What follows belongs to an exercise in optimizing a design on an open flow for a short achievable clock period and few clock cycles; a production flow would make more cautious choices.
RTL that was checked went through simulation tests only; none was proved equivalent to the original.
For runs 1 to 3 and 5, only the layout was checked, not whether the RTL still works.
Power is estimated from default activity; no workload was simulated.

==> design.v <==
`timescale 1ns / 1ps
module cpu(
input clk,
input reset,
input [15:0] din,
output reg [15:0] dout,
output reg dout_valid,
output [15:0] imem_addr,
input [31:0] imem_data,
output halted
    );
 integer j;
 reg [15:0] PC;
 reg        halt_r;
 reg        dv;             
 reg [31:0] IR;
 reg        d_pred;         
 reg [15:0] d_pcinc;        
 reg        ev;             
 reg [4:0]  e_rd;
 reg [3:0]  e_addr;
 reg [15:0] ea, eb;         
 reg        e_wr, e_flg, e_mul, e_st, e_stdin, e_ld;
 reg        s_sgpr, s_pa, s_pb, s_na, s_nb, s_add, s_sub, s_or, s_and,
            s_xor, s_xnor, s_nand, s_nor;
 reg [15:0] mA, mB;         
 reg        mv;             
 reg [4:0]  mrd;
 reg        mzero;
 reg [31:0] mr0, mr1, mr2;  
 reg [15:0] GPR [0:31];
 reg [15:0] SGPR;
 reg        carry, zero, sign, overflow;
 reg [15:0] data_mem [0:15];
 reg [15:0] din_r;
 assign imem_addr = PC;
 assign halted    = halt_r;
 wire [16:0] sum  = {1'b0, ea} + {1'b0, eb};
 wire [15:0] diff = ea - eb;
 wire [15:0] ld_data = data_mem[e_addr];
 wire [15:0] log_res =
      ({16{s_sgpr}} & SGPR)      | ({16{s_pa}}  & ea)            |
      ({16{s_pb}}   & eb)        | ({16{s_na}}  & ~ea)           |
      ({16{s_nb}}   & ~eb)       | ({16{s_or}}  & (ea | eb))     |
      ({16{s_and}}  & (ea & eb)) | ({16{s_xor}} & (ea ^ eb))     |
      ({16{s_xnor}} & ~(ea ^ eb))| ({16{s_nand}} & ~(ea & eb))   |
      ({16{s_nor}}  & ~(ea | eb));
 wire [15:0] alu_res = log_res | ({16{s_add}} & sum[15:0]) | ({16{s_sub}} & diff);
 wire [15:0] e_res = e_ld ? ld_data : alu_res;
 wire z_add = ((ea ^ eb) == {ea[14:0] | eb[14:0], 1'b0});
 wire z_sub = (ea == eb);
 wire n_zero  = s_add ? z_add : s_sub ? z_sub : ~(|log_res);
 wire n_sign  = s_add ? sum[15] : s_sub ? diff[15] : log_res[15];
 wire n_carry = s_add & sum[16];
 wire n_ovf   = (s_add & (ea[15] == eb[15]) & (sum[15] != ea[15])) |
                (s_sub & (ea[15] != eb[15]) & (diff[15] != ea[15]));
 wire e_wr_now  = ev & e_wr;
 wire e_flg_now = ev & e_flg;
 wire e_mul_now = ev & e_mul;
 wire [18:0] bz = {2'b00, mB, 1'b0};
 wire [31:0] pp [0:8];
 wire [8:0]  bneg;
 genvar gi;
 generate
   for (gi = 0; gi < 9; gi = gi + 1) begin : g_booth
     wire b2 = bz[2*gi+2], b1 = bz[2*gi+1], b0 = bz[2*gi];
     wire one = b1 ^ b0;
     wire two = (b2 & ~b1 & ~b0) | (~b2 & b1 & b0);
     wire [16:0] mag = ({17{one}} & {1'b0, mA}) | ({17{two}} & {mA, 1'b0});
     wire [31:0] row = ({15'd0, mag} ^ {32{b2}}) << (2*gi);
     assign bneg[gi] = b2;
     if (gi == 0) begin : g_first
       assign pp[gi] = row;
     end else begin : g_rest
       assign pp[gi] = row | ({31'd0, bneg[gi-1]} << (2*gi-2));
     end
   end
 endgenerate
 function [63:0] csa;
   input [31:0] a, b, c;
   begin
     csa[63:32] = a ^ b ^ c;
     csa[31:0]  = {(a[30:0] & b[30:0]) | (a[30:0] & c[30:0]) | (b[30:0] & c[30:0]), 1'b0};
   end
 endfunction
 wire [63:0] l1a = csa(pp[0], pp[1], pp[2]);
 wire [63:0] l1b = csa(pp[3], pp[4], pp[5]);
 wire [63:0] l1c = csa(pp[6], pp[7], pp[8]);
 wire [63:0] l2a = csa(l1a[63:32], l1a[31:0], l1b[63:32]);
 wire [63:0] l2b = csa(l1b[31:0], l1c[63:32], l1c[31:0]);
 wire [63:0] l3a = csa(l2a[63:32], l2a[31:0], l2b[63:32]);
 wire [63:0] l4a  = csa(mr0, mr1, mr2);
 wire [31:0] prod = l4a[63:32] + l4a[31:0];
 wire [4:0]  op   = IR[31:27];
 wire [4:0]  rd   = IR[26:22];
 wire [4:0]  rs1  = IR[21:17];
 wire        mode = IR[16];
 wire [4:0]  rs2  = IR[15:11];
 wire [15:0] imm  = IR[15:0];
 wire d_alu   = (op <= 5'b01011);
 wire d_mul   = (op == 5'b00100);
 wire d_cond  = (op >= 5'b10011) && (op <= 5'b11010);
 wire d_two   = (op >= 5'b00010) && (op <= 5'b01010);           
 wire reads_a = d_two | (op == 5'b01101) |
                (((op == 5'b00001) | (op == 5'b01011)) & ~mode);
 wire reads_b = d_two & ~mode;
 wire stall_d = dv & (
     (e_mul_now & ((reads_a & (rs1 == e_rd)) | (reads_b & (rs2 == e_rd)) |
                   (op == 5'b00000))) |
     (d_cond & (e_mul_now | (mv & ~e_flg_now))));
 wire go_d = dv & ~stall_d;
 wire [15:0] ra = GPR[rs1];
 wire [15:0] rb = GPR[rs2];
 wire [15:0] fa = (e_wr_now & (e_rd == rs1)) ? e_res :
                  (mv & (mrd == rs1)) ? prod[15:0] : ra;
 wire [15:0] fb = (e_wr_now & (e_rd == rs2)) ? e_res :
                  (mv & (mrd == rs2)) ? prod[15:0] : rb;
 wire [15:0] na = fa;
 wire [15:0] nb = mode ? imm : fb;
 wire c_zero  = e_flg_now ? n_zero  : zero;
 wire c_sign  = e_flg_now ? n_sign  : sign;
 wire c_carry = e_flg_now ? n_carry : carry;
 wire c_ovf   = e_flg_now ? n_ovf   : overflow;
 reg  taken;
 always @(*) begin
    case (op)
    5'b10011:  taken = c_carry;
    5'b10100: taken = ~c_carry;
    5'b10101:  taken = c_sign;
    5'b10110: taken = ~c_sign;
    5'b10111:  taken = c_zero;
    5'b11000: taken = ~c_zero;
    5'b11001:  taken = c_ovf;
    5'b11010: taken = ~c_ovf;
    default: taken = 1'b0;
    endcase
 end
 wire mis = go_d & d_cond & (taken != d_pred);
 wire        st_hit  = ev & e_st & (e_addr == IR[3:0]);
 wire [15:0] st_data = e_stdin ? din_r : ea;
 wire [15:0] out_data = st_hit ? st_data : data_mem[IR[3:0]];
 wire [4:0]  fop  = imem_data[31:27];
 wire [15:0] fimm = imem_data[15:0];
 wire f_cond = (fop >= 5'b10011) && (fop <= 5'b11010);
 wire f_pred = (fop == 5'b10010) | (f_cond & (fimm <= PC));
 wire [15:0] pc_inc = PC + 16'd1;
 always @(posedge clk) begin
    din_r <= din;
    if (reset) begin
       PC     <= 16'd0;
       halt_r <= 1'b0;
       dv     <= 1'b0;
    end else if (mis) begin
       PC <= d_pred ? d_pcinc : IR[15:0];
       dv <= 1'b0;
    end else if (~stall_d) begin
       if (~halt_r) begin
          PC     <= f_pred ? fimm : pc_inc;
          IR     <= imem_data;
          d_pred <= f_pred;
          d_pcinc <= pc_inc;
          if (fop == 5'b11011)
             halt_r <= 1'b1;
       end
       dv <= ~halt_r;
    end
 end
 always @(posedge clk) begin
    if (reset)
       ev <= 1'b0;
    else
       ev <= go_d;
    e_rd   <= rd;
    e_addr <= IR[3:0];
    ea     <= na;
    eb     <= nb;
    if (go_d & d_mul) begin
       mA <= na;
       mB <= nb;
    end
    e_wr    <= (d_alt_w(op));
    e_flg   <= d_alu & ~d_mul;
    e_mul   <= d_mul;
    e_st    <= (op == 5'b01101) | (op == 5'b01110);
    e_stdin <= (op == 5'b01110);
    e_ld    <= (op == 5'b01111);
    s_sgpr  <= (op == 5'b00000);
    s_pa    <= (op == 5'b00001) & ~mode;
    s_pb    <= (op == 5'b00001) & mode;
    s_na    <= (op == 5'b01011) & ~mode;
    s_nb    <= (op == 5'b01011) & mode;
    s_add   <= (op == 5'b00010);
    s_sub   <= (op == 5'b00011);
    s_or    <= (op == 5'b00101);
    s_and   <= (op == 5'b00110);
    s_xor   <= (op == 5'b00111);
    s_xnor  <= (op == 5'b01000);
    s_nand  <= (op == 5'b01001);
    s_nor   <= (op == 5'b01010);
 end
 function d_alt_w;
   input [4:0] o;
   d_alt_w = ((o <= 5'b01011) && (o != 5'b00100)) || (o == 5'b01111);
 endfunction
 always @(posedge clk) begin
    if (reset)
       mv <= 1'b0;
    else
       mv <= e_mul_now;
    mrd   <= e_rd;
    mzero <= (mA == 16'd0) | (mB == 16'd0);
    mr0   <= l3a[63:32];
    mr1   <= l3a[31:0];
    mr2   <= l2b[31:0];
 end
 always @(posedge clk) begin
    if (reset) begin
       SGPR <= 16'd0;
       for (j = 0; j < 32; j = j + 1)
          GPR[j] <= 16'd0;
       carry      <= 1'b0;
       zero       <= 1'b1;
       sign       <= 1'b0;
       overflow   <= 1'b0;
       dout_valid <= 1'b0;
    end else begin
       dout_valid <= go_d & (op == 5'b10001);
       if (go_d & (op == 5'b10001))
          dout <= out_data;
       if (mv) begin
          GPR[mrd] <= prod[15:0];
          SGPR     <= prod[31:16];
          zero     <= mzero;
          sign     <= prod[31];
          carry    <= 1'b0;
          overflow <= 1'b0;
       end
       if (e_wr_now)
          GPR[e_rd] <= e_res;
       if (e_flg_now) begin
          zero     <= n_zero;
          sign     <= n_sign;
          carry    <= n_carry;
          overflow <= n_ovf;
       end
       if (ev & e_st)
          data_mem[e_addr] <= st_data;
    end
 end
endmodule
==> flow/run.sh <==
#!/bin/bash
# Standard ORFS layout; timing repair aims well below the clock period so the
# design is optimised for the period it can reach, not just for 11 ns.
set -o pipefail
export SETUP_SLACK_MARGIN=8.0
export TNS_END_PERCENT=5
export BUFFER_PORTS_ARGS="-buffer_cell sky130_fd_sc_hd__buf_4"
bash standard.sh > flow_standard.log 2>&1
==> standard.sh <==
#!/bin/bash
# synth_recipe.tcl (not shown) runs the flow's synth.tcl, then flattens the netlist and writes it again
# the make line also repeats each setting of config.mk as NAME=value (left out here)
make -C /OpenROAD-flow-scripts/flow DESIGN_CONFIG=/design/flow/config.mk WORK_HOME=/design/flow/orfs CLKGATE_MAP_FILE= SYNTH_SCRIPT=/design/flow/synth_recipe.tcl "${@:-finish}"
==> config.mk <==
export PLATFORM = sky130hd
export DESIGN_NAME = cpu
export DESIGN_NICKNAME = cpu
export VERILOG_FILES = /design/flow/design.v
export SDC_FILE = /design/flow/constraint.sdc
export NUM_CORES = 4
export LEC_CHECK = 0
export ABC_CLOCK_PERIOD_IN_PS = 1000
export CAP_MARGIN = 20
export CORE_MARGIN = 2
export CORE_UTILIZATION = 40
export PLACE_DENSITY = 0.6
export SLEW_MARGIN = 20
==> constraint.sdc <==
create_clock -name core_clock -period 11.0 [get_ports {clk}]
set_input_delay 2.2000 -clock core_clock [delete_from_list [all_inputs] [get_ports {clk}]]
set_output_delay 2.2000 -clock core_clock [all_outputs]
set_load 0.01 [all_outputs]
==> run summary, run 1 <==
- The instance area after placement is 68600 um2.
- During I/O placement, the number of pins put on the boundary was 84.
- By area the synthesized netlist is led by edfxtp_1, mux4_2, dfxtp_1.
- The count of nets left with antenna violations after detail routing is 0.
- The number of hold-repair buffers added at the cts stage is 0.
- After routing the design area is 76600 um2.
- Using the TritonRoute via totals, the vias-per-cell ratio works out to 6.60.
- Counting every net in the synthesized netlist gives 5879.
- The most used flip-flop cell after synthesis is edfxtp_1.
- The total number of nets in the final design is 5896.
- Setup repair after global routing could not meet its margin everywhere.
- The ratio of cells with drive above 1 in the final layout is 27.1%.
- The number of rows created at floorplan is 148.
- At the worst endpoint, the arrival time is 4830 ps.
- The power after layout is 0.0131 W.
- STA classifies the critical path endpoint as a flip-flop.
- In the synthesized netlist, the cells that appear most often are edfxtp_1, o21ai_0, mux4_2, clkbuf_1, nand2_1.
- The share of Yosys cell area claimed by the top area cell type is 39.6%.
- The buffer levels on the longest clock path is 3.
- From left edge to right edge, the die measures 409 um.
- The average instance area after synthesis is 11.7 um2.
- Setup violations remaining at the end of the flow were counted as 0.
- The floorplan step defined a core boundary enclosing 163000 um2.
- The worst-case IR drop observed on VDD is 0.146 mV.
- The die covers 167000 um2.
- The final total negative setup slack is 0 ps.
- The proportion of register bits with asynchronous set or reset after synthesis is 0%.
- The via count of the first global-routing pass is 48000.
- The overall routed net length is 252000 um.
- The clock transition at the registers of the reported paths is 70 ps.
- The half-perimeter wire length after placement is 156000 um.
- For the pin with the worst max-slew slack, the measured transition is 1260 ps.
- The most used standard cell by instance count after synthesis is edfxtp_1.
- The clock latency on the worst-skew pair is 800 ps.
- The leakage power is 26.5 nW.
- The final hold violation count is 0.
- The CTS root buffer is clkbuf_16.
- The total power density per cell area is 170 nW/um2.
- The critical path launch point is imem_data[7].
- The startpoint of the worst hold path is IR[23].
- The worst min-delay path category is flip-flop to flip-flop.
- The largest net degree at the start of global routing is 77.
- The H-tree was split into 3 levels.
- The required time of the critical path is 11670 ps.
- Synthesis produced a netlist whose cell count is 5578.
- Once the floorplan was initialized, standard cells occupied 40.3% of the core.
- The per-cell routed wire length is 32.0 um.
- The count of final max-slew check failures came to 0.
- TritonCTS created 114 clock buffers.
- Sequential cells were found to cover 46.1% of the synthesized design area.
- The run finished with no timing, DRC or antenna violations.
- The number of synthesized flops with an enable pin is 865.
- From synthesis to final layout, the design area changed by 17.0%.
- The final RePlAce weighted congestion is 0.961.
- The die extent in y is 409 um.
- The remaining design rule violation count is 0.
- TritonCTS built the clock tree.
- The worst clock skew is 44.1 ps.
- The post-route fraction of the period consumed by the critical path is 37.9%.
- The clock drives 1078 sinks.
- In this run, the number of DRC markers left after iteration 0 of detailed routing was 8184.
- The global-route congestion overflow total is 0.
- The startpoint type of the worst setup path is an input port.
- The count of different cell masters after synthesis is 82.
- The final worst setup slack is 6830 ps.
- The total of max-cap violations is 0.
- The routed layout has 52000 vias.
- The tightest hold path in the finished design has a slack of 340 ps.
- The detailed-routing iteration count for the pre-antenna-repair pass is 7.
- The total standard cell area after synthesis is 65500 um2.
- During placement, the flow inserted port buffers numbering 83.
- The worst slew margin relative to its limit is 15.3%.
- The post-placement setup slack is 4890 ps.
- For this run, the number of Yosys warnings is 1.
- The initial antenna violation count is 22.
- The critical path start-end classification is input port to flip-flop.
- The global-route usage over all layers is 28.5%.
- The smallest clock period supported by the final layout is computed as 4170 ps.
- The maximum operating frequency is 0.240 GHz.
- The first global-routing pass estimated 347000 um of wire.
- In this run, synthesis produced a sequential element count of 1078.
- In this run the critical register-to-register path is launched from ea[11].
- In this run the worst path has a maximum fanout of 5.
- The most area-hungry cell type in the Yosys netlist is edfxtp_1.
-- power breakdown --
part           total, W  internal (W)  switching [W]
logic           0.00426       0.00148        0.00278
clock network   0.00396       0.00219        0.00177
registers       0.00485       0.00466       0.000184
total            0.0131       0.00833        0.00474
-- cell usage in the layout (no fill, tap or decap), drive strengths merged, types with 30 or more instances in the layout --
cell,netlist,layout
nor3,67,67
o211ai,58,58
ha,116,116
a21oi,189,189
nor2b,30,30
clkbuf,461,157
xor2,65,65
edfxtp,865,865
fa,135,135
mux2,44,44
nand2,432,434
inv,209,208
a211oi,30,30
mux4,480,480
xnor2,73,73
maj3,51,51
clkinv,5,53
nor2,314,315
a221oi,43,43
o22ai,237,237
nand3,355,355
nand2b,34,34
dfxtp,213,213
buf,98,435
o21ai,523,523
mux2i,114,114
-- logic make-up after synthesis --
| family | share of synthesized area (%) |
|---|---|
| mux | 19.1 |
| compound gates | 11.9 |
| buf+inv | 4.49 |
| fa+ha+maj | 7.12 |
| flops | 46.1 |
| simple gates | 9.50 |
| xor+xnor | 1.84 |
-- routing by layer --
| layer | part of all wire [%] | vias to the layer above | track usage [%] |
|---|---|---|---|
| met5 | 0.032 | - | 0 |
| met4 | 5.3 | 12 | 13.1 |
| met3 | 14 | 622 | 8.93 |
| met2 | 42 | 3769 | 40.5 |
| met1 | 38 | 26200 | 39.5 |
| li1 | - | 21400 | - |
-- worst paths after layout --
path / to / slack (ps) / cells past startpoint
max: PC[7] / 6830 / 15
min: e_rd[1] / 340 / 0
max reg2reg: flip-flop / 6840 / 15
min reg2reg: e_rd[1] / 340 / 0
-- critical path: stages --
cell and delay (ps):
buf_8 100, ha_4 250, nand4_1 90, or4_4 560, a21oi_4 170, nor4_4 70
a211oi_2 180, nor3_2 60, nand2_2 170, buf_12 150, clkinvlp_4 90, buf_6 140
o31a_1 300, o22ai_2 180, a2111oi_2 100
-- state kept, by name (all words and copies together), names as in the netlist, 20 cells and up, named ones only --
name / flops
mr0: 32
mr2: 20
data_mem: 256
mr1: 28
IR: 32
GPR: 512
-- final cells by class --
class	count	area, um2
Antenna cell	4	10.0
Clock buffer	141	3120
Clock inverter	74	661
Fill cell	14400	86100
Inverter	214	863
Multi-Input combinational cell	3730	34300
Sequential cell	1078	30300
Tap cell	2175	2720
Timing Repair Buffer	454	4580
Timing Repair inverter	3	22.5
-- per-stage QoR --
step | std cells | util (%)
floorplan | 5578 | -
global placement | 7441 | 42.1
detailed placement | 7442 | 42.1
CTS | 7749 | 45.6
global route | 7869 | 47.1
finish | 7873 | 47.1
-- timing repair --
item,in CTS,in global routing
setup endpoints to repair,1600,1604
resized for setup,253,272
pin swaps,47,61
cloned,13,23
buffers inserted,79,96
==> run 2, diff against run 1 <==
--- a/design.v
+++ b/design.v
@@ -16,3 +16,2 @@
  reg [31:0] IR;
- reg        d_pred;         
  reg [15:0] d_pcinc;        
@@ -37,4 +36,6 @@
  assign halted    = halt_r;
- wire [16:0] sum  = {1'b0, ea} + {1'b0, eb};
- wire [15:0] diff = ea - eb;
+ wire [15:0] ebx  = eb ^ {16{s_sub}};
+ wire [17:0] asum = {1'b0, ea, 1'b1} + {1'b0, ebx, s_sub};
+ wire [15:0] ares = asum[16:1];
+ wire        s_arith = s_add | s_sub;
  wire [15:0] ld_data = data_mem[e_addr];
@@ -47,3 +48,3 @@
       ({16{s_nor}}  & ~(ea | eb));
- wire [15:0] alu_res = log_res | ({16{s_add}} & sum[15:0]) | ({16{s_sub}} & diff);
+ wire [15:0] alu_res = s_arith ? ares : log_res;
  wire [15:0] e_res = e_ld ? ld_data : alu_res;
@@ -52,6 +53,5 @@
  wire n_zero  = s_add ? z_add : s_sub ? z_sub : ~(|log_res);
- wire n_sign  = s_add ? sum[15] : s_sub ? diff[15] : log_res[15];
- wire n_carry = s_add & sum[16];
- wire n_ovf   = (s_add & (ea[15] == eb[15]) & (sum[15] != ea[15])) |
-                (s_sub & (ea[15] != eb[15]) & (diff[15] != ea[15]));
+ wire n_sign  = s_arith ? ares[15] : log_res[15];
+ wire n_carry = s_add & asum[17];
+ wire n_ovf   = s_arith & (ea[15] == ebx[15]) & (ares[15] != ea[15]);
  wire e_wr_now  = ev & e_wr;
@@ -137,3 +137,3 @@
  end
- wire mis = go_d & d_cond & (taken != d_pred);
+ wire mis = go_d & d_cond & ~taken;
  wire        st_hit  = ev & e_st & (e_addr == IR[3:0]);
@@ -143,4 +143,3 @@
  wire [15:0] fimm = imem_data[15:0];
- wire f_cond = (fop >= 5'b10011) && (fop <= 5'b11010);
- wire f_pred = (fop == 5'b10010) | (f_cond & (fimm <= PC));
+ wire f_pred = (fop >= 5'b10010) && (fop <= 5'b11010);
  wire [15:0] pc_inc = PC + 16'd1;
@@ -148,2 +147,6 @@
     din_r <= din;
+    if (~stall_d) begin
+       IR      <= imem_data;
+       d_pcinc <= pc_inc;
+    end
     if (reset) begin
@@ -153,3 +156,3 @@
     end else if (mis) begin
-       PC <= d_pred ? d_pcinc : IR[15:0];
+       PC <= d_pcinc;
        dv <= 1'b0;
@@ -157,6 +160,3 @@
        if (~halt_r) begin
-          PC     <= f_pred ? fimm : pc_inc;
-          IR     <= imem_data;
-          d_pred <= f_pred;
-          d_pcinc <= pc_inc;
+          PC <= f_pred ? fimm : pc_inc;
           if (fop == 5'b11011)
@@ -180,3 +180,3 @@
     end
-    e_wr    <= (d_alt_w(op));
+    e_wr    <= d_wr_dec(op);
     e_flg   <= d_alu & ~d_mul;
@@ -200,5 +200,5 @@
  end
- function d_alt_w;
+ function d_wr_dec;
    input [4:0] o;
-   d_alt_w = ((o <= 5'b01011) && (o != 5'b00100)) || (o == 5'b01111);
+   d_wr_dec = ((o <= 5'b01011) && (o != 5'b00100)) || (o == 5'b01111);
  endfunction
==> run summary, run 2 <==
- Clock skew on the completed layout was measured at 49.5 ps.
- The synthesized instance count is 5391.
- Of the total power, registers draw 40.4%.
- Summed over all layers, the routed wires come to 261000 um.
- The detailed router finished its first iteration with 9200 violations.
- The predominant post-synthesis flop cell is edfxtp_1.
- Using the TritonRoute via totals, the vias-per-cell ratio works out to 6.73.
- The part of the total power dissipated in combinational logic is 25.3%.
- The cell-internal power is 0.00791 W.
- The number of rows created at floorplan is 147.
- The proportion of register bits with asynchronous set or reset after synthesis is 0%.
- The count of nets left with antenna violations after detail routing is 0.
- The portion of synthesized area spent on multiplexers is 19.8%.
- Once the floorplan was initialized, standard cells occupied 40.2% of the core.
- The CTS root buffer is clkbuf_16.
- The most area-hungry cell type in the Yosys netlist is edfxtp_1.
- Across the VDD grid, the largest voltage drop is 0.145 mV.
- The count of final max-slew check failures is 6.
- Measured against its own limit, the worst slew margin works out to -9.18%.
- The final critical-path required period is 3880 ps.
- The arrival time of data at the critical path endpoint is 4380 ps.
- The mapped netlist covers 64400 um2.
- The worst hold path belongs to the class flip-flop to flip-flop.
- The via count of the first global-routing pass is 46100.
- The CTS H-tree depth is 3.
- The netlist uses 79 different library cells.
- The first-pass GRT wire length is 335000 um.
- The most common cell after layout, fill and taps aside is edfxtp_1.
- The width of the die is 405 um.
- Buffers placed on the I/O ports in this run total 83.
- For this run the aggregate overflow at the end of global routing stands at 0.
- Sequential elements use 46.9% of the synthesized area.
- The ratio of cells with drive above 1 in the final layout is 31.8%.
- In this run, CTS created clock tree buffers numbering 113.
- The startpoint type of the worst setup path is an input port.
- The register with the most flip-flops in the layout has 512 of them.
- In the global route stage, overall resource usage came out at 28.1%.
- The buffer levels on the longest clock path is 3.
- The library cells used most frequently in the layout, excluding fill and tap cells, are edfxtp_1, mux4_2, o21ai_0.
- Static timing analysis puts the maximum clock frequency at 0.258 GHz.
- On the final layout, the worst hold slack is 322 ps.
- Dividing the synthesized area by the synthesized cell count gives 11.9 um2.
- The analysis attributes to net switching a power of 0.00381 W.
- The half-perimeter wire length after placement is 147000 um.
- Clock latency on the worst-skew pair, taken at its later pin, is 800 ps.
- The main combinational cell family by area after synthesis is multiplexers.
- For this design, the sink count on the clock tree is 1077.
- The flop and latch count out of synthesis is 1077.
- The total number of vias is 52500.
- After routing, the total negative slack on setup checks comes to 0 ps.
- The initial antenna violation count was 13.
- The final worst setup slack is 7120 ps.
- The final hold violation count is 0.
- The area of the die is 164000 um2.
- 84 I/O pins were placed.
- The yosys synthesis warning count is 1.
- The critical path start-end classification is input port to flip-flop.
- At the pin with the least slew margin, the transition time is 1630 ps.
- The worst setup path is captured at a flip-flop.
- The final instance area is 78600 um2.
- The number of hold-repair buffers added at the cts stage is 0.
- The maximum fanout count along the critical path is 26.
- The tool flagged a number of max-cap violations equal to 1.
- The leakage power is 27.4 nW.
- A clean result was blocked by max-capacitance violations, max-slew violations.
- The area of the core region is 160000 um2.
- Entering global routing, the biggest net connects 84 pins.
- The die extent in y is 405 um.
- The number of synthesized flops with an enable pin is 864.
- The synthesized netlist devotes 2.01% of its cell area to XOR and XNOR gates.
- The area growth from synthesis to layout is 22.1%.
- Setup repair after global routing could not meet its margin everywhere.
- Prior to clock tree synthesis, the placed netlist has a worst setup slack of 5210 ps.
- The power share of the clock group is 34.3%.
- The post-route fraction of the period consumed by the critical path is 35.2%.
- The final-layout fill cell count is 13600.
- After detailed routing, the number of remaining DRC violations is 0.
- The run finished, with violations left.
- The instance area after placement is 67400 um2.
- Setup violations remaining at the end of the flow were counted as 0.
- The total number of nets in the final design is 5804.
- Routability-driven placement finished with a final weighted congestion of 0.999.
- The fraction of the mapped netlist area in simple logic gates is 9.03%.
- Ranked by total cell area, the synthesized netlist is headed by edfxtp_1, mux4_2, dfxtp_1.
- The fraction of the mapped netlist area in compound gates is 11.0%.
- The per-cell routed wire length is 33.5 um.
- The most used standard cell by instance count after synthesis is edfxtp_1.
- After synthesis, the largest area contributor takes up 40.3% of total cell area.
- Ranked by flip-flop count, first place goes to GPR.
- In the final layout, the registers with the most flip-flops are GPR x512, data_mem x256.
- The TritonCTS clock tree is yes.
- The clock transition at the registers of the reported paths is 70 ps.
- For this design the ratio of total power to cell area is 149 nW/um2.
- The switching part of the total power is 32.5%.
- The detailed-routing iteration count for the pre-antenna-repair pass is 8.
- When the netlist entered floorplanning its net count stood at 5675.
- After synthesis, the most frequently instantiated cells are edfxtp_1, o21ai_0, mux4_2, nand2_1, clkbuf_1.
- After Yosys synthesis, full adders, half adders and majority gates account for 6.90% of the synthesized area.
- Data on the critical path is required at its endpoint by 11500 ps.
## run 2: area by class of cell
| type | count | area (um2) | area share (%) |
|---|---|---|---|
| Timing Repair inverter | 1 | 11.3 | 0.0143 |
| Antenna cell | 13 | 32.5 | 0.0414 |
| Tap cell | 2160 | 2700 | 3.44 |
| Clock buffer | 136 | 2950 | 3.76 |
| Clock inverter | 76 | 823 | 1.05 |
| Timing Repair Buffer | 548 | 6590 | 8.38 |
| Sequential cell | 1077 | 30300 | 38.6 |
| Inverter | 182 | 749 | 0.953 |
| Multi-Input combinational cell | 3597 | 34400 | 43.8 |
## run 2: stage by stage
step | total power [W] | cells | utilization (%)
after floorplan | 0.00598 | 5391 | -
after global placement | 0.00692 | 7237 | 42.1
after detailed placement | 0.00694 | 7239 | 42.1
after CTS | 0.0110 | 7503 | 45.5
after global routing | 0.0118 | 7778 | 49.1
final | 0.0117 | 7790 | 49.1
## run 2: routing by layer
metal,up-vias,GRT usage [%],part of all wire (%)
met5,-,0.684,0.16
met4,16,12.6,7.1
met3,1022,8.67,15
met2,4536,41.2,42
met1,26000,38.3,35
li1,20900,-,-
## run 2: worst max-delay path: stages
cell     delay [ps]
buf_16          160
nor4_4          230
buf_4           370
nand2_1         700
nand2_2         510
o22ai_1         160
## run 2: timing repair
action | CTS | global route
pin swaps | 27 | 165
cloned | 10 | 64
endpoints found under the hold margin | 0 | 0
buffers inserted | 42 | 210
resized for setup | 222 | 679
setup endpoints to repair | 1606 | 1605
## run 2: kinds of logic after synthesis
family / count (synthesis)
AO/OA/AOI/OAI: 1191
XOR/XNOR: 148
adder cells (fa/ha/maj): 286
buffers and inverters: 724
flip-flops: 1077
multiplexers: 667
AND/OR/NAND/NOR: 1298
## run 2: final timing paths
kind                                     to    from  slack (ps)  cells past startpoint
worst min-delay path                e_rd[2]  IR[24]         320                      0
worst max register to register        PC[0]   s_sub        7260                     15
worst max-delay path            GPR[16][14]   reset        7120                      6
worst min register to register      e_rd[2]  IR[24]         320                      0
## run 2: power groups by stage
| stage | clock (W) | sequential (W) | combinational, W |
|---|---|---|---|
| 2_1_floorplan | 0 | 0.00472 | 0.00126 |
| 3_3_place_gp | 0 | 0.00481 | 0.00211 |
| 3_5_place_dp | 0 | 0.00482 | 0.00212 |
| 4_1_cts | 0.00400 | 0.00472 | 0.00227 |
| 5_1_grt | 0.00415 | 0.00474 | 0.00296 |
| 6_report | 0.00402 | 0.00473 | 0.00297 |
==> run 3, diff against run 2 <==
--- a/design.v
+++ b/design.v
@@ -28,3 +28,3 @@
  reg        mzero;
- reg [31:0] mr0, mr1, mr2;  
+ reg [31:0] mr0, mr1, mr2, mr3;  
  reg [15:0] GPR [0:31];
@@ -34,7 +34,8 @@
  reg [15:0] din_r;
+ reg        reset_r;        
  assign imem_addr = PC;
  assign halted    = halt_r;
- wire [15:0] ebx  = eb ^ {16{s_sub}};
- wire [17:0] asum = {1'b0, ea, 1'b1} + {1'b0, ebx, s_sub};
- wire [15:0] ares = asum[16:1];
+ wire [16:0] sum  = {1'b0, ea} + {1'b0, eb};
+ wire [16:0] dif  = {1'b0, ea} - {1'b0, eb};
+ wire [15:0] ares = s_sub ? dif[15:0] : sum[15:0];
  wire        s_arith = s_add | s_sub;
@@ -53,5 +54,6 @@
  wire n_zero  = s_add ? z_add : s_sub ? z_sub : ~(|log_res);
- wire n_sign  = s_arith ? ares[15] : log_res[15];
- wire n_carry = s_add & asum[17];
- wire n_ovf   = s_arith & (ea[15] == ebx[15]) & (ares[15] != ea[15]);
+ wire n_sign  = s_add ? sum[15] : s_sub ? dif[15] : log_res[15];
+ wire n_carry = s_add & sum[16];
+ wire n_ovf   = (s_add & (ea[15] == eb[15]) & (sum[15] != ea[15])) |
+                (s_sub & (ea[15] != eb[15]) & (dif[15] != ea[15]));
  wire e_wr_now  = ev & e_wr;
@@ -90,4 +92,4 @@
  wire [63:0] l2b = csa(l1b[31:0], l1c[63:32], l1c[31:0]);
- wire [63:0] l3a = csa(l2a[63:32], l2a[31:0], l2b[63:32]);
- wire [63:0] l4a  = csa(mr0, mr1, mr2);
+ wire [63:0] l3a  = csa(mr0, mr1, mr2);
+ wire [63:0] l4a  = csa(l3a[63:32], l3a[31:0], mr3);
  wire [31:0] prod = l4a[63:32] + l4a[31:0];
@@ -211,8 +213,10 @@
     mzero <= (mA == 16'd0) | (mB == 16'd0);
-    mr0   <= l3a[63:32];
-    mr1   <= l3a[31:0];
-    mr2   <= l2b[31:0];
- end
- always @(posedge clk) begin
-    if (reset) begin
+    mr0   <= l2a[63:32];
+    mr1   <= l2a[31:0];
+    mr2   <= l2b[63:32];
+    mr3   <= l2b[31:0];
+ end
+ always @(posedge clk) begin
+    reset_r <= reset;
+    if (reset_r) begin
        SGPR <= 16'd0;
@@ -224,7 +228,3 @@
        overflow   <= 1'b0;
-       dout_valid <= 1'b0;
     end else begin
-       dout_valid <= go_d & (op == 5'b10001);
-       if (go_d & (op == 5'b10001))
-          dout <= out_data;
        if (mv) begin
@@ -245,5 +245,12 @@
        end
-       if (ev & e_st)
-          data_mem[e_addr] <= st_data;
-    end
+    end
+ end
+ always @(posedge clk) begin
+    if (ev & e_st)
+       data_mem[e_addr] <= st_data;
+    dout <= out_data;    
+    if (reset)
+       dout_valid <= 1'b0;
+    else
+       dout_valid <= go_d & (op == 5'b10001);
  end
--- a/config.mk
+++ b/config.mk
@@ -8,6 +8,8 @@
 export ABC_CLOCK_PERIOD_IN_PS = 1000
-export CAP_MARGIN = 20
+export CAP_MARGIN = 35
 export CORE_MARGIN = 2
-export CORE_UTILIZATION = 40
-export PLACE_DENSITY = 0.6
-export SLEW_MARGIN = 20
+export CORE_UTILIZATION = 55
+export CTS_CLUSTER_DIAMETER = 100
+export CTS_CLUSTER_SIZE = 30
+export PLACE_DENSITY = 0.7
+export SLEW_MARGIN = 35
==> run summary, run 3 <==
- The average instance area after synthesis is 11.9 um2.
- For this run, the number of Yosys warnings is 1.
- The top-level port count is 84.
- Entering global routing, the biggest net connects 80 pins.
- Counting distinct cell types in the post-synthesis netlist gives 89.
- The synthesized design contains 848 enable-type register cells.
- The first global-routing pass estimated 314000 um of wire.
- The number of placed instances, taps included, is 6511.
- After the last repair the worst path ends at a primary output.
- The commonest cells after synthesis are edfxtp_1, o21ai_0, clkbuf_1, mux4_2, nand2_1.
- After global-route timing repair, the worst endpoint was dout[14].
- The most used flip-flop cell after synthesis is edfxtp_1.
- The number of rows created at floorplan is 123.
- After synthesis the netlist holds a flip-flop and latch count of 1080.
- The sequential fraction of the synthesis area is 48.1%.
- Summing every instance area after synthesis gives 62600 um2.
- The via count of the first global-routing pass was 45400.
- The first error in the log reads "[ERROR DRT-1231] Pin _8397_/A does not have access point".
- The fraction of the mapped netlist area in simple logic gates is 9.47%.
- After synthesis, the largest family of logic cells by area is multiplexers.
- The global-route congestion overflow total is 0.
- The portion of synthesized area spent on multiplexers is 16.8%.
- Ranked by total cell area, the synthesized netlist is headed by edfxtp_1, mux4_2, dfxtp_1.
- The CTS H-tree depth is 2.
- The CTS root buffer is clkbuf_16.
- Synthesis handed over a netlist of 5274 instances.
- The die is 341 um tall.
- The initial antenna violation count is 18.
- After legalization and detailed placement, the total HPWL measured 142000 um.
- The synthesized design spends more area on one cell type than any other, namely edfxtp_1.
- The quantity of I/O buffers inserted on ports is 83.
- The clock buffer count from CTS is 45.
- The fraction of synthesized cell area in xor and xnor cells is 1.82%.
- Counting along the longest clock path gives a buffer depth of 3.
- When the netlist entered floorplanning its net count stood at 5559.
- The flow did not finish.
- The initial utilization of the core area, before any placement, comes to 55.6%.
- The most used standard cell by instance count after synthesis is edfxtp_1.
- The fraction of the mapped netlist area in compound gates is 12.3%.
- The adder and majority cell fraction of the synthesized area is 7.27%.
- The die is 341 um wide.
- The clock drives 1080 sinks.
- The stage at which the flow ended is detailed routing (5_2_route).
- Global routing used 37.1% of the available tracks across all layers.
- The final RePlAce weighted congestion is 0.977.
- The synthesized design devotes to its leading area cell type 40.7% of total area.
- The proportion of register bits with asynchronous set or reset after synthesis is 0%.
==> run 3: worst max-delay path by stage <==
stage          slack, ps  startpoint        to
5_1_grt             5980   e_addr[0]  dout[14]
3_3_place_gp        5910   e_addr[0]   dout[7]
3_5_place_dp        6100       ea[0]    mA[14]
4_1_cts             6040   e_addr[0]   dout[7]
2_1_floorplan       7080   e_addr[0]  dout[12]
==> run 3: timing repair <==
action / 4_1_cts / 5_1_grt
buffers inserted: 61 / 59
cloned: 15 / 9
gates resized for setup: 191 / 122
pin swaps: 32 / 38
hold buffers: 0 / 0
endpoints found under the setup margin: 1207 / 1299
==> run 3: metal layers <==
| layer | GRT usage [%] |
|---|---|
| met1 | 49.6 |
| met2 | 52.0 |
| met3 | 15.7 |
| met4 | 18.0 |
| met5 | 0 |
==> run 3: logic make-up after synthesis <==
kind of cell,after synthesis
buf+inv,676
fa+ha+maj,295
flops,1080
simple gates,1261
xor+xnor,130
mux,544
compound gates,1288
==> run 3: power groups by stage <==
stage | combinational (W) | clock (W) | sequential (W)
after global placement | 0.00189 | 0 | 0.00478
after detailed placement | 0.00195 | 0 | 0.00479
after global routing | 0.00259 | 0.00236 | 0.00471
after floorplan | 0.00128 | 0 | 0.00471
after CTS | 0.00219 | 0.00223 | 0.00470
==> run 3: through the flow <==
stage,setup slack [ps],util [%],cell area (um2)
CTS,6040,60.6,68200
global route,5980,61.8,69600
detailed placement,6100,57.6,64900
global placement,5910,57.5,64700
floorplan,7080,-,62700
==> run 4, diff against run 3 <==
--- a/design.v
+++ b/design.v
@@ -250,3 +250,4 @@
        data_mem[e_addr] <= st_data;
-    dout <= out_data;    
+    if (go_d & (op == 5'b10001))
+       dout <= out_data;
     if (reset)
==> config.mk (replaced) <==
export PLATFORM = sky130hd
export DESIGN_NAME = cpu
export DESIGN_NICKNAME = cpu
export VERILOG_FILES = /design/flow/design.v
export SDC_FILE = /design/flow/constraint.sdc
export NUM_CORES = 4
export LEC_CHECK = 0
export ABC_CLOCK_PERIOD_IN_PS = 1000
export CAP_MARGIN = 20
export CORE_MARGIN = 2
export CORE_UTILIZATION = 40
export PLACE_DENSITY = 0.6
export SLEW_MARGIN = 20
==> run summary, run 4 <==
- The worst slew margin relative to its limit is 20.9%.
- The top-level port count is 84.
- The worst path in the final design needs a cycle of 3860 ps, including I/O delays and setup.
- The count of final max-slew check failures was 0.
- In the final layout, the share of cells above drive strength 1 is 26.9%.
- The final RePlAce weighted congestion is 0.938.
- The total number of vias is 50800.
- Measured along the y axis, the die boundary spans 408 um.
- The width of the die is 408 um.
- In the layout the commonest cells are edfxtp_1, o21ai_0, mux4_2.
- The TritonCTS clock tree is yes.
- For this block, the routed nets add up to 242000 um of wire.
- Setup total negative slack on the finished layout was measured at 0 ps.
- The iteration-0 DRC count of the detailed router is 7479.
- The sequential cell area is 30700 um2.
- After floorplanning, the core was divided into 148 placement rows.
- The detailed-routing iteration count for the pre-antenna-repair pass is 9.
- Summed over all cells, the static leakage comes to 26.6 nW.
- The maximum operating frequency is 0.259 GHz.
- Timing analysis after detailed placement gives a worst setup slack of 6460 ps.
- The clock passes through at most 3 buffers.
- The area of the core region is 163000 um2.
- In the synthesized netlist the dominant register cell turns out to be edfxtp_1.
- The total power density per cell area is 155 nW/um2.
- The yosys synthesis warning count is 1.
- The number of sinks handled by clock tree synthesis is 1096.
- For this run, the post-layout net count is 5791.
- STA puts the critical path data required time at 8800 ps.
- The worst min-delay path category is flip-flop to flip-flop.
- The later pin in the worst-skew pair is clocked with a latency of 810 ps.
- The final instance area is 76700 um2.
- The initial antenna violation count is 13.
- The CTS root buffer is clkbuf_16.
- Ranked by total cell area, the synthesized netlist is headed by edfxtp_1, mux4_2, dfxtp_1.
- The startpoint type of the worst setup path is a flip-flop.
- The global-route congestion overflow total is 0.
- The critical-path cell with the highest stage delay is edfxtp_1.
- The combined area of the multi-input logic cells is 33900 um2.
- For this run, design rule violations remaining after detail routing come to 0.
- The cell count after synthesis came out at 5485.
- The clock transition at the registers of the reported paths is 60 ps.
- The final worst setup slack is 7140 ps.
- In the synthesized netlist, the cells that appear most often are edfxtp_1, o21ai_0, mux4_2, clkbuf_1, nand2_1.
- The post-synthesis net count is 5770.
- After synthesis the netlist holds a flip-flop and latch count of 1096.
- In this run the tool buffered the top-level ports with 83 buffer cells.
- On the worst path, the slowest cell contributes a delay of 700 ps.
- The maximum fanout count along the critical path is 1.
- The critical path goes through buf_6.
- The first-pass GRT wire length is 347000 um.
- The worst-case IR drop observed on VDD is 0.148 mV.
- The number of hold buffers added after CTS was 0.
- Using the TritonRoute via totals, the vias-per-cell ratio works out to 6.53.
- The cell family with the largest share of critical-path delay is flip-flops.
- The register with the most flip-flops in the layout has 512 of them.
- Of all flip-flops after synthesis, the portion carrying an async set or reset was 0%.
- Summed over all nets, the half-perimeter wirelength after detailed placement is 149000 um.
- The detail route stage leaves a number of antenna-violating nets equal to 0.
- Setup repair after global routing could not meet its margin everywhere.
- The post-route fraction of the period consumed by the critical path is 35.1%.
- The final-report setup violation count is 0.
- Of the post-synthesis cell area, the dominant cell type holds 39.7%.
- In this run, placement finished with an instance count of 7384.
- The critical path start-end classification is flip-flop to output port.
- The via count of the first global-routing pass is 48900.
- The initial standard-cell utilization of the core is 40.2%.
- Leaving out fill and tap cells, the most frequent cell in the layout is edfxtp_1.
- The number of antenna diodes in the final layout is 0.
- The worst clock skew is 81.8 ps.
- The clock tree synthesis step divided the H-tree into 3 levels.
- The mapped netlist covers 65400 um2.
- Counting flops per register, the top entry is GPR.
- The most area-hungry cell type in the Yosys netlist is edfxtp_1.
- The average instance area after synthesis is 11.9 um2.
- Data arrives at the worst endpoint at 1660 ps.
- At the pin with the least slew margin, the transition time is 1180 ps.
- In this run, distinct cell masters in the synthesized netlist total 86.
- For this run, the register share of the synthesized area comes to 46.8%.
- At the end of the flow the core is filled with cells to 47.2%.
- The placed instances occupy a cell area of 68500 um2.
- The final-layout fill cell count is 14400.
- The number of synthesized flops with an enable pin is 864.
- The per-cell routed wire length is 31.1 um.
- The clock buffer count from CTS is 114.
- The flow ran to the end and the layout has no timing, DRC or antenna violations.
- The largest net degree at the start of global routing is 80.
- The total of max-cap violations is 0.
- The final hold violation count is 0.
- The area of the die is 167000 um2.
- The area growth from synthesis to layout is 17.3%.
- The sort of element at the end of the critical path is an output port.
- The total buffers and inverters traversed by the critical path is 1.
- The most used standard cell by instance count after synthesis is edfxtp_1.
- The final cell count without fillers is 7781.
- The largest registers in the layout are GPR x512, data_mem x256, IR x32.
- For this run, the total global-route usage over all layers was measured as 28.3%.
[run 4: cell types whose count changed after synthesis, sizes merged, moves of 17 or more]
cell and change:
nand3 +76, o21ai +30, o22ai -32, nand3b -27, mux4 +80, a21oi +17, mux2i +49, clkbuf +28
[run 4: layout make-up]
type / instances / area share, %
multi-input combinational: 3680 / 44.3
clock inverter: 60 / 0.912
timing repair buffer: 463 / 6.23
tap: 2175 / 3.55
inverter: 151 / 0.759
clock buffer: 156 / 4.22
sequential: 1096 / 40.1
[run 4: kinds of logic after synthesis]
| kind of cell | Yosys count | share of synthesized area, % |
|---|---|---|
| fa+ha+maj | 295 | 6.97 |
| buf+inv | 718 | 4.28 |
| flops | 1096 | 46.8 |
| mux | 682 | 19.8 |
| xor+xnor | 129 | 1.73 |
| simple gates | 1307 | 9.08 |
| compound gates | 1258 | 11.3 |
[run 4: repair_timing]
action,4_1_cts,5_1_grt
pin swaps,78,40
setup buffers,122,29
hold endpoints to repair,0,0
gates cloned,23,6
endpoints found under the setup margin,1449,1314
gates resized for setup,388,99
[run 4: final timing paths]
kind,start,slack [ps],end,cells after the start
hold / removal,IR[22],340,e_rd[0],0
setup reg to reg,eb[0],7400,mB[10],13
hold reg to reg,IR[22],340,e_rd[0],0
setup / recovery,dout[2],7140,dout[2],1
[run 4: per-stage QoR]
| step | hold WS [ps] | power [W] |
|---|---|---|
| 2_1_floorplan | 323 | 0.00612 |
| 3_3_place_gp | 328 | 0.00689 |
| 4_1_cts | 346 | 0.0116 |
| 3_5_place_dp | 327 | 0.00692 |
| 6_report | 343 | 0.0119 |
| 5_1_grt | 359 | 0.0121 |
[run 4: report_power, final]
part / total (W) / switching, W / internal (W)
Sequential: 0.00476 / 0.000122 / 0.00463
Combinational: 0.00303 / 0.00176 / 0.00126
Clock: 0.00411 / 0.00179 / 0.00231
Total: 0.0119 / 0.00368 / 0.00821
[run 4: metal layers]
metal  part of all wire (%)  GRT usage [%]  routed length [um]
met5                  0.038          0.259                  92
met1                     38           38.2               90800
met3                     14           8.43               33300
met4                    5.8           14.2               14000
met2                     43           41.4              104000
Testbench counts of run 4, summed over its fixed seeds: cycles 218,010.
==> run 5, diff against run 4 <==
--- a/design.v
+++ b/design.v
@@ -12,2 +12,50 @@
  integer j;
+ function [16:0] ks16;
+   input [15:0] a, b;
+   input        cin;
+   reg   [15:0] g, p, gg, pp;
+   integer i, d;
+   begin
+     g = a & b;
+     p = a ^ b;
+     gg = g;
+     pp = p;
+     gg[0] = g[0] | (p[0] & cin);
+     for (d = 1; d < 16; d = d * 2)
+       for (i = 15; i >= d; i = i - 1) begin
+         gg[i] = gg[i] | (pp[i] & gg[i-d]);
+         pp[i] = pp[i] & pp[i-d];
+       end
+     ks16[0] = p[0] ^ cin;
+     for (i = 1; i < 16; i = i + 1)
+       ks16[i] = p[i] ^ gg[i-1];
+     ks16[16] = gg[15];
+   end
+ endfunction
+ function [31:0] ks32;
+   input [31:0] a, b;
+   reg   [31:0] g, p, gg, pp;
+   integer i, d;
+   begin
+     g = a & b;
+     p = a ^ b;
+     gg = g;
+     pp = p;
+     for (d = 1; d < 32; d = d * 2)
+       for (i = 31; i >= d; i = i - 1) begin
+         gg[i] = gg[i] | (pp[i] & gg[i-d]);
+         pp[i] = pp[i] & pp[i-d];
+       end
+     ks32[0] = p[0];
+     for (i = 1; i < 32; i = i + 1)
+       ks32[i] = p[i] ^ gg[i-1];
+   end
+ endfunction
+ function [63:0] csa;
+   input [31:0] a, b, c;
+   begin
+     csa[63:32] = a ^ b ^ c;
+     csa[31:0]  = {(a[30:0] & b[30:0]) | (a[30:0] & c[30:0]) | (b[30:0] & c[30:0]), 1'b0};
+   end
+ endfunction
  reg [15:0] PC;
@@ -25,6 +73,8 @@
  reg [15:0] mA, mB;         
+ reg        wv;             
  reg        mv;             
- reg [4:0]  mrd;
+ reg [4:0]  w_rd;
+ reg [15:0] w_data;
  reg        mzero;
- reg [31:0] mr0, mr1, mr2, mr3;  
+ reg [31:0] mr0, mr1, mr2;  
  reg [15:0] GPR [0:31];
@@ -32,3 +82,3 @@
  reg        carry, zero, sign, overflow;
- reg [15:0] data_mem [0:15];
+ reg [255:0] dmem;         
  reg [15:0] din_r;
@@ -37,7 +87,5 @@
  assign halted    = halt_r;
- wire [16:0] sum  = {1'b0, ea} + {1'b0, eb};
- wire [16:0] dif  = {1'b0, ea} - {1'b0, eb};
- wire [15:0] ares = s_sub ? dif[15:0] : sum[15:0];
- wire        s_arith = s_add | s_sub;
- wire [15:0] ld_data = data_mem[e_addr];
+ wire [16:0] sum = ks16(ea, eb, 1'b0);
+ wire [16:0] dif = ks16(ea, ~eb, 1'b1);      
+ wire [15:0] ld_data = dmem[16*e_addr +: 16];
  wire [15:0] log_res =
@@ -49,4 +97,4 @@
       ({16{s_nor}}  & ~(ea | eb));
- wire [15:0] alu_res = s_arith ? ares : log_res;
- wire [15:0] e_res = e_ld ? ld_data : alu_res;
+ wire [15:0] e_res = s_add ? sum[15:0] : s_sub ? dif[15:0] :
+                     e_ld ? ld_data : log_res;
  wire z_add = ((ea ^ eb) == {ea[14:0] | eb[14:0], 1'b0});
@@ -80,9 +128,2 @@
  endgenerate
- function [63:0] csa;
-   input [31:0] a, b, c;
-   begin
-     csa[63:32] = a ^ b ^ c;
-     csa[31:0]  = {(a[30:0] & b[30:0]) | (a[30:0] & c[30:0]) | (b[30:0] & c[30:0]), 1'b0};
-   end
- endfunction
  wire [63:0] l1a = csa(pp[0], pp[1], pp[2]);
@@ -92,5 +133,6 @@
  wire [63:0] l2b = csa(l1b[31:0], l1c[63:32], l1c[31:0]);
- wire [63:0] l3a  = csa(mr0, mr1, mr2);
- wire [63:0] l4a  = csa(l3a[63:32], l3a[31:0], mr3);
- wire [31:0] prod = l4a[63:32] + l4a[31:0];
+ wire [63:0] l3a = csa(l2a[63:32], l2a[31:0], l2b[63:32]);
+ wire [63:0] l4a  = csa(mr0, mr1, mr2);
+ wire [31:0] prod = ks32(l4a[63:32], l4a[31:0]);
+ wire [15:0] w_res = mv ? prod[15:0] : w_data;
  wire [4:0]  op   = IR[31:27];
@@ -108,2 +150,3 @@
  wire reads_b = d_two & ~mode;
+ wire d_wr    = (d_alu & ~d_mul) | (op == 5'b01111);
  wire stall_d = dv & (
@@ -113,10 +156,12 @@
  wire go_d = dv & ~stall_d;
+ wire e_fa = e_wr_now & (e_rd == rs1);
+ wire e_fb = e_wr_now & (e_rd == rs2) & ~mode;
+ wire w_fa = wv & (w_rd == rs1);
+ wire w_fb = wv & (w_rd == rs2);
  wire [15:0] ra = GPR[rs1];
  wire [15:0] rb = GPR[rs2];
- wire [15:0] fa = (e_wr_now & (e_rd == rs1)) ? e_res :
-                  (mv & (mrd == rs1)) ? prod[15:0] : ra;
- wire [15:0] fb = (e_wr_now & (e_rd == rs2)) ? e_res :
-                  (mv & (mrd == rs2)) ? prod[15:0] : rb;
- wire [15:0] na = fa;
- wire [15:0] nb = mode ? imm : fb;
+ wire [15:0] na_early = w_fa ? w_res : ra;
+ wire [15:0] nb_early = mode ? imm : w_fb ? w_res : rb;
+ wire [15:0] na = e_fa ? e_res : na_early;
+ wire [15:0] nb = e_fb ? e_res : nb_early;
  wire c_zero  = e_flg_now ? n_zero  : zero;
@@ -140,8 +185,8 @@
  wire mis = go_d & d_cond & ~taken;
- wire        st_hit  = ev & e_st & (e_addr == IR[3:0]);
- wire [15:0] st_data = e_stdin ? din_r : ea;
- wire [15:0] out_data = st_hit ? st_data : data_mem[IR[3:0]];
- wire [4:0]  fop  = imem_data[31:27];
- wire [15:0] fimm = imem_data[15:0];
- wire f_pred = (fop >= 5'b10010) && (fop <= 5'b11010);
+ wire        st_hit   = ev & e_st & (e_addr == IR[3:0]);
+ wire [15:0] st_data  = e_stdin ? din_r : ea;
+ wire [15:0] out_data = st_hit ? st_data : dmem[16*IR[3:0] +: 16];
+ wire [4:0]  fop    = imem_data[31:27];
+ wire [15:0] fimm   = imem_data[15:0];
+ wire        f_pred = (fop >= 5'b10010) && (fop <= 5'b11010);
  wire [15:0] pc_inc = PC + 16'd1;
@@ -182,3 +227,3 @@
     end
-    e_wr    <= d_wr_dec(op);
+    e_wr    <= d_wr;
     e_flg   <= d_alu & ~d_mul;
@@ -202,17 +247,16 @@
  end
- function d_wr_dec;
-   input [4:0] o;
-   d_wr_dec = ((o <= 5'b01011) && (o != 5'b00100)) || (o == 5'b01111);
- endfunction
- always @(posedge clk) begin
-    if (reset)
+ always @(posedge clk) begin
+    if (reset) begin
+       wv <= 1'b0;
        mv <= 1'b0;
-    else
+    end else begin
+       wv <= e_wr_now | e_mul_now;
        mv <= e_mul_now;
-    mrd   <= e_rd;
-    mzero <= (mA == 16'd0) | (mB == 16'd0);
-    mr0   <= l2a[63:32];
-    mr1   <= l2a[31:0];
-    mr2   <= l2b[63:32];
-    mr3   <= l2b[31:0];
+    end
+    w_rd   <= e_rd;
+    w_data <= e_res;
+    mzero  <= (mA == 16'd0) | (mB == 16'd0);
+    mr0    <= l3a[63:32];
+    mr1    <= l3a[31:0];
+    mr2    <= l2b[31:0];
  end
@@ -229,4 +273,5 @@
     end else begin
+       if (wv)
+          GPR[w_rd] <= w_res;
        if (mv) begin
-          GPR[mrd] <= prod[15:0];
           SGPR     <= prod[31:16];
@@ -237,4 +282,2 @@
        end
-       if (e_wr_now)
-          GPR[e_rd] <= e_res;
        if (e_flg_now) begin
@@ -248,6 +291,6 @@
  always @(posedge clk) begin
-    if (ev & e_st)
-       data_mem[e_addr] <= st_data;
-    if (go_d & (op == 5'b10001))
-       dout <= out_data;
+    for (j = 0; j < 16; j = j + 1)
+       if (ev & e_st & (e_addr == j))
+          dmem[16*j +: 16] <= st_data;
+    dout <= out_data;    
     if (reset)
--- a/flow/run.sh
+++ b/flow/run.sh
@@ -5,3 +5,3 @@
 export SETUP_SLACK_MARGIN=8.0
-export TNS_END_PERCENT=5
+export TNS_END_PERCENT=100
 export BUFFER_PORTS_ARGS="-buffer_cell sky130_fd_sc_hd__buf_4"
--- a/config.mk
+++ b/config.mk
@@ -8,6 +8,6 @@
 export ABC_CLOCK_PERIOD_IN_PS = 1000
-export CAP_MARGIN = 20
+export CAP_MARGIN = 35
 export CORE_MARGIN = 2
-export CORE_UTILIZATION = 40
-export PLACE_DENSITY = 0.6
-export SLEW_MARGIN = 20
+export CORE_UTILIZATION = 50
+export PLACE_DENSITY = 0.65
+export SLEW_MARGIN = 35
==> run summary, run 5 <==
- The TritonCTS clock tree is yes.
- Clock-pin slew was measured on the worst setup and hold paths at 60 ps.
- The power share of the clock group is 36.3%.
- Measured against its own limit, the worst slew margin works out to 38.4%.
- The number of flip-flops in the largest register is 512.
- The count of different cell masters after synthesis is 85.
- The multi-input combinational cells in the finished layout cover a total of 32800 um2.
- The most common cell after layout, fill and taps aside is edfxtp_1.
- The total number of nets in the final design is 5625.
- More flip-flops sit in one register than any other, and that register is GPR.
- Dividing the final minimum period by the clock period gives 34.0%.
- The signal on the critical path passes through inv_2, ha_4, or4_4, or3_4, a221oi_4, buf_12, o21a_4, a2111oi_4, a211oi_2, mux2i_1, o211ai_2, nor2_4, buf_12, buf_16, buf_6, mux2i_1.
- The proportion of register bits with asynchronous set or reset after synthesis is 0%.
- The first-pass GRT wire length is 298000 um.
- On the worst path, the slowest cell contributes a delay of 560 ps.
- The part of the total power dissipated in combinational logic is 20.4%.
- The initial standard-cell utilization of the core is 50.3%.
- The synthesized instance count is 5044.
- The cell-internal power is 0.00791 W.
- The critical-path cell with the highest stage delay is or4_4.
- Entering global routing, the biggest net connects 75 pins.
- The sort of element at the end of the critical path is a flip-flop.
- In this run the core area contains 129 standard-cell rows.
- Summing the areas of all compound-gate instances in the mapped netlist gives 7.92% of the synthesized area.
- Counting every net in the synthesized netlist gives 5329.
- The tree is rooted in a clkbuf_16.
- The yosys synthesis warning count is 1.
- For this run the aggregate overflow at the end of global routing stands at 0.
- Dividing total power by cell area gives a power density of 142 nW/um2.
- Detailed placement finished with a half-perimeter wire length of 124000 um.
- The count of nets left with antenna violations after detail routing is 0.
- The repair_antennas step left the layout with diodes totalling 0.
- The fraction of the mapped netlist area in simple logic gates is 10.1%.
- Using the TritonRoute via totals, the vias-per-cell ratio works out to 6.56.
- The synthesized design contains 1095 register bits.
- The die covers 127000 um2.
- The critical path start-end classification is flip-flop to flip-flop.
- In the final timing run, aggregate negative setup slack is 0 ps.
- The clock arrives with 96.2 ps of skew.
- The most area-hungry cell type in the Yosys netlist is edfxtp_1.
- Ranked by total cell area, the synthesized netlist is headed by edfxtp_1, mux4_2, dfxtp_1.
- The initial antenna violation count came to 3.
- The required time of the critical path is 11660 ps.
- The overall routed net length is 211000 um.
- The total standard cell area after synthesis is 62200 um2.
- After the first detailed-routing iteration, the DRC count stood at 6273.
- Fill cells in the final layout number 9108.
- Setup violations remaining at the end of the flow were counted as 0.
- The first detailed-routing pass ran for 6 iterations.
- The final RePlAce weighted congestion is 0.961.
- The maximum fanout count along the critical path is 5.
- The flow ran to the end and the layout has no timing, DRC or antenna violations.
- VDD sags by at most 0.167 mV.
- The final hold violation count is 0.
- The most used standard cell by instance count after synthesis is edfxtp_1.
- The ratio of cells with drive above 1 in the final layout is 37.8%.
- Global routing used 31.9% of the available tracks across all layers.
- The area of the core region is 124000 um2.
- The post-placement setup slack is 6080 ps.
- Measured against the total synthesized area, the mux share comes to 19.9%.
- At the pin with the least slew margin, the transition time is 923 ps.
- The sequential cells in the finished layout cover a total of 30600 um2.
- In this run the static leakage power is 27.9 nW.
- The sequential fraction of the synthesis area is 48.9%.
- The tool flagged a number of max-cap violations equal to 0.
- The arrival time of data at the critical path endpoint is 4400 ps.
- The worst min-delay path category is flip-flop to flip-flop.
- In this run, CTS created clock tree buffers numbering 114.
- The H-tree generated during clock tree synthesis spans 3 levels.
- The buffer levels on the longest clock path is 3.
- The synthesized netlist devotes 1.86% of its cell area to XOR and XNOR gates.
- The area growth from synthesis to layout is 24.9%.
- The final worst setup slack is 7260 ps.
- The number of hold-repair buffers added at the cts stage is 0.
- For this run, design rule violations remaining after detail routing come to 0.
- Summed over all nets, the switching power comes to 0.00313 W.
- The worst setup path is launched from a flip-flop.
- The clock latency on the worst-skew pair is 790 ps.
- The die extent in y is 357 um.
- The number of sinks handled by clock tree synthesis is 1095.
- The width of the die is 357 um.
- Once layout is complete, the utilization of the core stands at 62.8%.
- The largest registers in the layout are GPR x512, dmem x256.
- The maximum operating frequency is 0.267 GHz.
- After synthesis, the largest family of logic cells by area is multiplexers.
- The total number of vias is 46400.
- The final critical-path required period is 3740 ps.
- The adder and majority cell fraction of the synthesized area is 7.23%.
- In this run, synthesis inferred 848 flip-flops with an integrated enable.
- The count of final max-slew check failures was 0.
- Leaving out fill and tap cells, the most frequent cells in the layout are edfxtp_1, nor2_1, mux4_2.
- Of the total power, registers draw 43.3%.
- After synthesis, the most frequently instantiated cells are edfxtp_1, nor2_1, mux4_2, clkbuf_1, nand2_1.
- Setup repair after global routing could not meet its margin everywhere.
- The switching part of the total power is 28.3%.
- The top-level port count is 84.
- After detailed routing, the average wire length per cell comes to 29.8 um.
- The share of Yosys cell area claimed by the top area cell type is 40.9%.
- The quantity of I/O buffers inserted on ports is 83.
- The via count of the first global-routing pass was 44500.
- The average instance area after synthesis is 12.3 um2.
- For this run, the leading register cell type out of synthesis is edfxtp_1.
==> run 5: routing by layer <==
layer	vias to the layer above	share of wire (%)	track usage (%)
met5	-	0.0062	0
met4	2	5.9	15.3
met3	654	10	5.48
met2	3044	47	50.2
met1	23400	37	43.3
li1	19300	-	-
==> run 5: layout make-up <==
type	instances	share of cell area (%)
Clock inverter	69	0.912
Multi-Input combinational cell	3290	42.2
Tap cell	1637	2.64
Timing Repair Buffer	634	9.77
Inverter	205	1.08
Sequential cell	1095	39.3
Clock buffer	146	4.08
==> run 5: timing repair <==
item / CTS / global route
pin swaps: 168 / 211
cloned: 43 / 18
buffers inserted: 212 / 142
resized for setup: 710 / 466
endpoints found under the setup margin: 676 / 646
==> run 5: final timing paths <==
path	startpoint	to	slack (ps)	cells past startpoint
worst min-delay path	IR[24]	e_rd[2]	340	0
worst max register to register	eb[9]	PC[11]	7260	16
worst min register to register	IR[24]	e_rd[2]	340	0
worst max-delay path	eb[9]	PC[11]	7260	16
==> run 5: power groups by stage <==
stage | clock (W) | combinational [W] | sequential [W]
after floorplan | 0 | 0.00111 | 0.00480
after global placement | 0 | 0.00161 | 0.00487
after detailed placement | 0 | 0.00163 | 0.00487
after CTS | 0.00403 | 0.00198 | 0.00478
after global routing | 0.00419 | 0.00236 | 0.00479
final | 0.00401 | 0.00225 | 0.00478
==> run 5: critical path: cells and delay by family, from the launching register on <==
kind            cells  cell delay, ps
fa+ha+maj           1             250
flops               1             380
simple gates        3            1130
mux                 2             410
compound gates      5             880
buf+inv             5             570
==> run 5: logic make-up (layout without fill, tap and decap cells) <==
kind of cell,Yosys count,in the layout
DFF,1095,1095
muxes,631,631
xor gates and xnor gates,132,132
AOI/OAI and AO/OA,772,772
and+or+nand+nor,1464,1466
adders and majority gates,289,289
buffers and inverters,661,1054
==> run 5: per-stage QoR <==
| step | instance area (um2) | instances | power, W | hold WS, ps |
|---|---|---|---|---|
| 6_report | 77700 | 7076 | 0.0110 | 339 |
| 5_1_grt | 77700 | 7076 | 0.0113 | 357 |
| 4_1_cts | 74400 | 6916 | 0.0108 | 348 |
| 3_5_place_dp | 64800 | 6446 | 0.00650 | 334 |
| 3_3_place_gp | 64600 | 6440 | 0.00648 | 334 |
| 2_1_floorplan | 62600 | 5044 | 0.00591 | 323 |

[static timing again, ports no longer ideal]
The flow's constraints put no driver on any port. The routed layouts listed below were extracted and timed again, unchanged, in two steps.
Step 1, drivers: a clkbuf_16 drives clk and a buf_2 each remaining input, both assumed.
Step 2, shift: input delay + t, output delay - t, t = (earliest + latest rising clock arrival at the registers) / 2. This alone moves slack from input paths to output paths.
Three values: ideal ports, drivers, drivers and shift; two values: the first two.
run	t, ns	setup WS [ns]	worst slew at a driven data input, ns
run 1	0.859	6.834 / 6.837 / 5.985	0.34
run 2	0.857	7.125 / 7.025 / 6.168	0.31
run 4	0.851	7.144 / 7.067 / 6.919	0.09
run 5	0.819	7.259 / 7.259 / 7.110	0.06
For run 2, which loses most, drivers alone change the setup slack by -0.100 ns; drivers and shift together by -0.957 ns.
